Context: an optimization exercise on an open-source flow, tuned for small area, a short achievable clock period and few clock cycles per item. The choices shown serve that exercise and are no tape-out recipe. At most, simulation tests tie the RTL to the original design; equivalence was not proved.

== JK ==
==> module fpu_div_row, before the edit <==
module fpu_div_row (
    input  logic [10:0] r,
    input  logic [10:0] d,
    output logic        q,
    output logic [10:0] rn
);
    logic [11:0] a, b, g, t, G, T, Gn, Tn, bin;
    always_comb begin
        a = {r, 1'b0};
        b = {1'b0, d};
        g = ~a & b;
        t = ~a | b;
        G = g;
        T = t;
        for (int s = 1; s < 12; s = s * 2) begin
            Gn = G;
            Tn = T;
            for (int i = 0; i < 12; i++) begin
                if ((i / s) % 2 == 1) begin
                    Gn[i] = G[i] | (T[i] & G[(i / s) * s - 1]);
                    Tn[i] = T[i] & T[(i / s) * s - 1];
                end
            end
            G = Gn;
            T = Tn;
        end
        bin = {G[10:0], 1'b0};
        q   = ~G[11];
        rn  = a[10:0] ^ ({11{q}} & (b[10:0] ^ bin[10:0]));
    end
endmodule
Settings: LEC_CHECK=0, ABC_AREA=1, CAP_MARGIN=20, CORE_MARGIN=2, CORE_UTILIZATION=40, SLEW_MARGIN=20; clock period 45.0 ns.
standard.sh (not shown) runs the stock make flow with config.mk's settings and CLKGATE_MAP_FILE= SYNTH_SCRIPT=/design/flow/synth_recipe.tcl, a recipe that flattens the netlist after the stock synthesis.
==> flow/flow/run.sh <==
#!/bin/bash
# Own flow: the standard layout (standard.sh), with two changes:
#  - synthesis maps the logic with ABC's area-oriented mapper (flow/abc_area.script:
#    strash; dch; map -a) instead of ORFS's ABC script; everything else in synthesis,
#    including flip-flop mapping, flattening and renaming, is the standard flow's own script;
#  - port buffers are sky130_fd_sc_hd__buf_2 cells.
set -euo pipefail
W=$PWD
# ORFS synth.tcl with the ABC script replaced, right after its preamble.
sed "s|^source \$::env(SCRIPTS_DIR)/synth_preamble.tcl\$|&\nset abc_args [lreplace \$abc_args 1 1 $W/flow/abc_area.script]|" \
    "$FLOW_HOME/scripts/synth.tcl" > "$W/own_synth.tcl"
grep -q "own\|abc_area.script" "$W/own_synth.tcl"
sed "s|source \$::env(SCRIPTS_DIR)/synth.tcl|source $W/own_synth.tcl|" synth_recipe.tcl > "$W/own_synth_recipe.tcl"
grep -q own_synth.tcl "$W/own_synth_recipe.tcl"
sed -e "s|SYNTH_SCRIPT=[^ ]*|SYNTH_SCRIPT=$W/own_synth_recipe.tcl 'BUFFER_PORTS_ARGS=-buffer_cell sky130_fd_sc_hd__buf_2'|" standard.sh > "$W/own_standard.sh"
grep -q own_synth_recipe.tcl "$W/own_standard.sh"
bash "$W/own_standard.sh" > "$W/own_flow.log" 2>&1
==> flow/flow/abc_area.script <==
strash
dch
map -a
topo
stime -c
JK finished every stage and its layout cleared the timing, DRC and antenna checks.
Testbench counts of JK, summed over its fixed seeds: cycles 8,000, ops 8,000.
Input changes introduced in MS (baseline for comparison: JK):
--- a/flow/design.v
+++ b/flow/design.v
@@ -269,11 +269,9 @@
         for (int s = 1; s < 12; s = s * 2) begin
             Gn = G;
             Tn = T;
-            for (int i = 0; i < 12; i++) begin
-                if ((i / s) % 2 == 1) begin
-                    Gn[i] = G[i] | (T[i] & G[(i / s) * s - 1]);
-                    Tn[i] = T[i] & T[(i / s) * s - 1];
-                end
+            for (int i = s; i < 12; i++) begin
+                Gn[i] = G[i] | (T[i] & G[i-s]);
+                Tn[i] = T[i] & T[i-s];
             end
             G = Gn;
             T = Tn;
--- outcome ---
- Most common cell after layout, fill and taps aside = nor2_1: MS; most common cell after layout, fill and taps aside = nand2_1: JK
- Synthesized area divided by synthesized cell count ended up 3.1% lower on MS than on JK.
- Fraction of the mapped netlist area in compound gates in MS is 0.65 points above JK.
- NOTE maximum frequency JK->MS increased by a few percent
- Compared with JK, in MS core utilization has decreased, data arrival time of the critical path has decreased.
- Comparing JK and MS, the higher data required time of the critical path is on JK.
The RTL of MS was laid out without a check of its function.

---

job 4735:
Another version of the RTL of fpu_top (not shown whole).
Size in the first run: ~1,900 cells after synthesis, about 71 flip-flops, roughly 13,000 µm² of cells after synthesis.
==> module fpu_add_pre, before the edit <==
module fpu_add_pre (
    input  logic [15:0] x,
    input  logic [15:0] y,
    output logic [11:0] m,       
    output logic [4:0]  eb,      
    output logic        sb       
);
    logic        xbig;
    logic [4:0]  es;
    logic [9:0]  fb, fs;
    logic [10:0] msh;
    logic [4:0]  d;
    always_comb begin
        xbig = (x[14:0] >= y[14:0]);
        {sb, eb, fb} = xbig ? x : y;
        {es, fs}     = xbig ? y[14:0] : x[14:0];
        d    = eb - es;
        msh  = {1'b1, fs} >> d;
        m    = (x[15] ^ y[15]) ? ({1'b0, 1'b1, fb} - {1'b0, msh}) : ({1'b0, 1'b1, fb} + {1'b0, msh});
    end
endmodule
==> module fpu_add_post, before the edit <==
module fpu_add_post (
    input  logic [11:0] m,
    input  logic [4:0]  eb,
    input  logic        sb,
    output logic [15:0] sum,
    output logic        exc
);
    logic [3:0]  lzc;
    logic [11:0] mn;
    logic signed [6:0] e;
    always_comb begin
        lzc = 4'd0;
        for (int i = 0; i <= 11; i++)
            if (m[i]) lzc = 4'(11 - i);
        mn = m << lzc;
        e  = $signed({2'b00, eb}) + 7'sd1 - $signed({3'b000, lzc});
        if (m == 12'd0) begin
            sum = 16'd0;
            exc = 1'b0;
        end else if (e >= 7'sd31) begin
            sum = {sb, 5'b11111, 10'd0};
            exc = 1'b1;
        end else if (e <= 7'sd0) begin
            sum = {sb, 5'b00000, 10'd0};
            exc = 1'b1;
        end else begin
            sum = {sb, e[4:0], mn[10:1]};
            exc = 1'b0;
        end
    end
endmodule
==> module fpu_top, before the edit <==
module fpu_top (
  input logic   clk,
  input logic   reset,
  input logic [15:0] a,
  input logic [15:0] b,
  output logic [15:0] quotient,product,sum,
  input logic start,
  output logic [4:0]  flags,
  output logic valid
);
localparam int K = 6;    
logic [15:0]  prod_d;
logic [11:0]  add_m_d;
logic [4:0]   add_e_d;
logic         add_s_d;
logic         mul_un_d, mul_ov_d;
logic [K-1:0] qhi_d;
logic [10:0]  rem_d;
logic         qsign_d, qov_d, qun_d;
logic [4:0]   qexp_d;
fpu_add_pre add_pre (.x(a), .y(b), .m(add_m_d), .eb(add_e_d), .sb(add_s_d));
fpu_mul_comb mult (.x(a), .y(b), .product(prod_d), .underflag(mul_un_d), .overflag(mul_ov_d));
fpu_div_pre #(.K(K)) div_pre (
    .x(a), .y(b), .qhi(qhi_d), .rem(rem_d), .sign(qsign_d), .exp(qexp_d),
    .overflag(qov_d), .underflag(qun_d)
);
logic [11:0]  add_m_q;
logic [4:0]   add_e_q;
logic         add_s_q, add_exc;
logic [14:0]  prod_q;
logic         mul_un_q, mul_ov_q;
logic [K-1:0] qhi_q;
logic [10:0]  rem_q;
logic [9:0]   fb_q;
logic         qsign_q, qov_q, qun_q;
logic [4:0]   qexp_q;
always_ff @(posedge clk) begin
    if (start) begin
        add_m_q   <= add_m_d;
        add_e_q   <= add_e_d;
        add_s_q   <= add_s_d;
        prod_q    <= prod_d[14:0];
        mul_un_q  <= mul_un_d;
        mul_ov_q  <= mul_ov_d;
        qhi_q     <= qhi_d;
        rem_q     <= rem_d;
        fb_q      <= b[9:0];
        qsign_q   <= qsign_d;
        qexp_q    <= qexp_d;
        qov_q     <= qov_d;
        qun_q     <= qun_d;
    end
end
always_ff @(posedge clk or negedge reset) begin
    if (!reset)
        valid <= 1'b0;
    else if (start)
        valid <= 1'b1;
end
fpu_div_post #(.K(K)) div_post (
    .qhi(qhi_q), .rem(rem_q), .fb(fb_q), .sign(qsign_q), .exp(qexp_q),
    .overflag(qov_q), .underflag(qun_q), .quotient(quotient)
);
fpu_add_post add_post (.m(add_m_q), .eb(add_e_q), .sb(add_s_q), .sum(sum), .exc(add_exc));
assign product = {qsign_q, prod_q};    
assign flags   = {add_exc, qov_q, qun_q, mul_un_q, mul_ov_q};
endmodule
==> flow/config.mk <==
export PLATFORM = sky130hd
export DESIGN_NAME = fpu_top
export DESIGN_NICKNAME = fpu_top
export VERILOG_FILES = /design/flow/design.v
export SDC_FILE = /design/flow/constraint.sdc
export NUM_CORES = 4
export LEC_CHECK = 0
export ABC_AREA = 1
export CAP_MARGIN = 20
export CORE_MARGIN = 2
export CORE_UTILIZATION = 60
export PLACE_DENSITY = 0.75
export SLEW_MARGIN = 20
==> flow/constraint.sdc <==
create_clock -name core_clock -period 45.0 [get_ports {clk}]
set_input_delay 9.0000 -clock core_clock [delete_from_list [all_inputs] [get_ports {clk}]]
set_output_delay 9.0000 -clock core_clock [all_outputs]
set_load 0.01 [all_outputs]
==> flow/flow/run.sh <==
#!/bin/bash
# Own flow: the standard layout (standard.sh), with two changes:
#  - synthesis maps the logic with ABC's area-oriented mapper (flow/abc_area.script:
#    strash; dch; map -a) instead of ORFS's ABC script; everything else in synthesis,
#    including flip-flop mapping, flattening and renaming, is the standard flow's own script;
#  - port buffers are sky130_fd_sc_hd__buf_2 cells.
set -euo pipefail
W=$PWD
# ORFS synth.tcl with the ABC script replaced, right after its preamble.
sed "s|^source \$::env(SCRIPTS_DIR)/synth_preamble.tcl\$|&\nset abc_args [lreplace \$abc_args 1 1 $W/flow/abc_area.script]|" \
    "$FLOW_HOME/scripts/synth.tcl" > "$W/own_synth.tcl"
grep -q "own\|abc_area.script" "$W/own_synth.tcl"
sed "s|source \$::env(SCRIPTS_DIR)/synth.tcl|source $W/own_synth.tcl|" synth_recipe.tcl > "$W/own_synth_recipe.tcl"
grep -q own_synth.tcl "$W/own_synth_recipe.tcl"
sed -e "s|SYNTH_SCRIPT=[^ ]*|SYNTH_SCRIPT=$W/own_synth_recipe.tcl 'BUFFER_PORTS_ARGS=-buffer_cell sky130_fd_sc_hd__buf_2' SETUP_SLACK_MARGIN=26|" standard.sh > "$W/own_standard.sh"
grep -q own_synth_recipe.tcl "$W/own_standard.sh"
bash "$W/own_standard.sh" > "$W/own_flow.log" 2>&1
Scripts as last shown in full above: flow/flow/abc_area.script
Testbench counts of job 4735, summed over its fixed seeds: cycles 8,000, ops 8,000.
Input changes introduced in job 8531 (baseline for comparison: job 4735):
--- a/flow/design.v
+++ b/flow/design.v
@@ -339,40 +339,31 @@
         else
             quotient = {sign, exp, q[11] ? q[10:1] : q[9:0]};
     end
 endmodule
-module fpu_add_pre (
+module fpu_add_comb (
     input  logic [15:0] x,
     input  logic [15:0] y,
-    output logic [11:0] m,       
-    output logic [4:0]  eb,      
-    output logic        sb       
+    output logic [15:0] sum,
+    output logic        exc
 );
     logic        xbig;
-    logic [4:0]  es;
+    logic        sb;
+    logic [4:0]  eb, es;
     logic [9:0]  fb, fs;
     logic [10:0] msh;
     logic [4:0]  d;
+    logic [11:0] m;
+    logic [3:0]  lzc;
+    logic [11:0] mn;
+    logic signed [6:0] e;
     always_comb begin
         xbig = (x[14:0] >= y[14:0]);
         {sb, eb, fb} = xbig ? x : y;
         {es, fs}     = xbig ? y[14:0] : x[14:0];
         d    = eb - es;
         msh  = {1'b1, fs} >> d;
         m    = (x[15] ^ y[15]) ? ({1'b0, 1'b1, fb} - {1'b0, msh}) : ({1'b0, 1'b1, fb} + {1'b0, msh});
-    end
-endmodule
-module fpu_add_post (
-    input  logic [11:0] m,
-    input  logic [4:0]  eb,
-    input  logic        sb,
-    output logic [15:0] sum,
-    output logic        exc
-);
-    logic [3:0]  lzc;
-    logic [11:0] mn;
-    logic signed [6:0] e;
-    always_comb begin
         lzc = 4'd0;
         for (int i = 0; i <= 11; i++)
             if (m[i]) lzc = 4'(11 - i);
         mn = m << lzc;
@@ -402,38 +393,32 @@
   output logic [4:0]  flags,
   output logic valid
 );
 localparam int K = 6;    
-logic [15:0]  prod_d;
-logic [11:0]  add_m_d;
-logic [4:0]   add_e_d;
-logic         add_s_d;
-logic         mul_un_d, mul_ov_d;
+logic [15:0]  sum_d, prod_d;
+logic         add_exc_d, mul_un_d, mul_ov_d;
 logic [K-1:0] qhi_d;
 logic [10:0]  rem_d;
 logic         qsign_d, qov_d, qun_d;
 logic [4:0]   qexp_d;
-fpu_add_pre add_pre (.x(a), .y(b), .m(add_m_d), .eb(add_e_d), .sb(add_s_d));
+fpu_add_comb add_sub (.x(a), .y(b), .sum(sum_d), .exc(add_exc_d));
 fpu_mul_comb mult (.x(a), .y(b), .product(prod_d), .underflag(mul_un_d), .overflag(mul_ov_d));
 fpu_div_pre #(.K(K)) div_pre (
     .x(a), .y(b), .qhi(qhi_d), .rem(rem_d), .sign(qsign_d), .exp(qexp_d),
     .overflag(qov_d), .underflag(qun_d)
 );
-logic [11:0]  add_m_q;
-logic [4:0]   add_e_q;
-logic         add_s_q, add_exc;
+logic [15:0]  sum_q;
 logic [14:0]  prod_q;
-logic         mul_un_q, mul_ov_q;
+logic         add_exc_q, mul_un_q, mul_ov_q;
 logic [K-1:0] qhi_q;
 logic [10:0]  rem_q;
 logic [9:0]   fb_q;
 logic         qsign_q, qov_q, qun_q;
 logic [4:0]   qexp_q;
 always_ff @(posedge clk) begin
     if (start) begin
-        add_m_q   <= add_m_d;
-        add_e_q   <= add_e_d;
-        add_s_q   <= add_s_d;
+        sum_q     <= sum_d;
+        add_exc_q <= add_exc_d;
         prod_q    <= prod_d[14:0];
         mul_un_q  <= mul_un_d;
         mul_ov_q  <= mul_ov_d;
         qhi_q     <= qhi_d;
@@ -454,8 +439,8 @@
 fpu_div_post #(.K(K)) div_post (
     .qhi(qhi_q), .rem(rem_q), .fb(fb_q), .sign(qsign_q), .exp(qexp_q),
     .overflag(qov_q), .underflag(qun_q), .quotient(quotient)
 );
-fpu_add_post add_post (.m(add_m_q), .eb(add_e_q), .sb(add_s_q), .sum(sum), .exc(add_exc));
+assign sum     = sum_q;
 assign product = {qsign_q, prod_q};    
-assign flags   = {add_exc, qov_q, qun_q, mul_un_q, mul_ov_q};
+assign flags   = {add_exc_q, qov_q, qun_q, mul_un_q, mul_ov_q};
 endmodule
- Comparing job 4735 and job 8531, the higher post-cts resize count was measured on job 8531.
- Job 8531 vs job 4735 — unique cell type count in the Yosys netlist dropped about 11%.
- Comparing job 4735 with job 8531, the die area came out essentially unchanged.
- Delta (job 8531 minus job 4735): global-route wire length before repair now larger, count of plain and timing-repair buffers in the layout has decreased.
The RTL of job 8531 was laid out without a check of its function.

[separate check: timing with driven ports]
How much do the figures lean on ideal ports? The routed layouts below were timed once more, with nothing changed but the port constraints.
Step 1 (the two cells are an assumption about what drives the block):
set clk [get_ports {clk}]
set_driving_cell -lib_cell sky130_fd_sc_hd__clkbuf_16 $clk
set_driving_cell -lib_cell sky130_fd_sc_hd__buf_2 [delete_from_list [all_inputs] $clk]
Step 2 times the ports against the registers' clock, not the clock port: input delays grow and output delays shrink by t, the midpoint of the rising clock arrivals with the driver on.
Three values: ideal ports, drivers, drivers and shift; two values: the first two.
run | shift t [ns] | setup slack, ns | worst hold slack (ns) | worst setup path after step 2 | worst data-port slew with drivers (ns)
JK | 0.394 | 23.784 / 23.789 / 23.395 | 0.465 / 0.465 / 0.465 | input to register | 0.04
MS | 0.391 | 24.212 / 24.235 / 23.844 | 0.462 / 0.462 / 0.462 | input to register | 0.04
job 4735 | 0.395 | 26.639 / 26.663 / 26.269 | 0.470 / 0.470 / 0.470 | input to register | 0.05
job 8531 | 0.406 | 26.567 / 26.531 / 26.180 | 0.467 / 0.467 / 0.467 | input to register | 0.05
After both steps every run listed still meets setup and hold. The setup slack of JK, which loses most, moves by +0.005 ns with the drivers and by -0.389 ns with both steps.
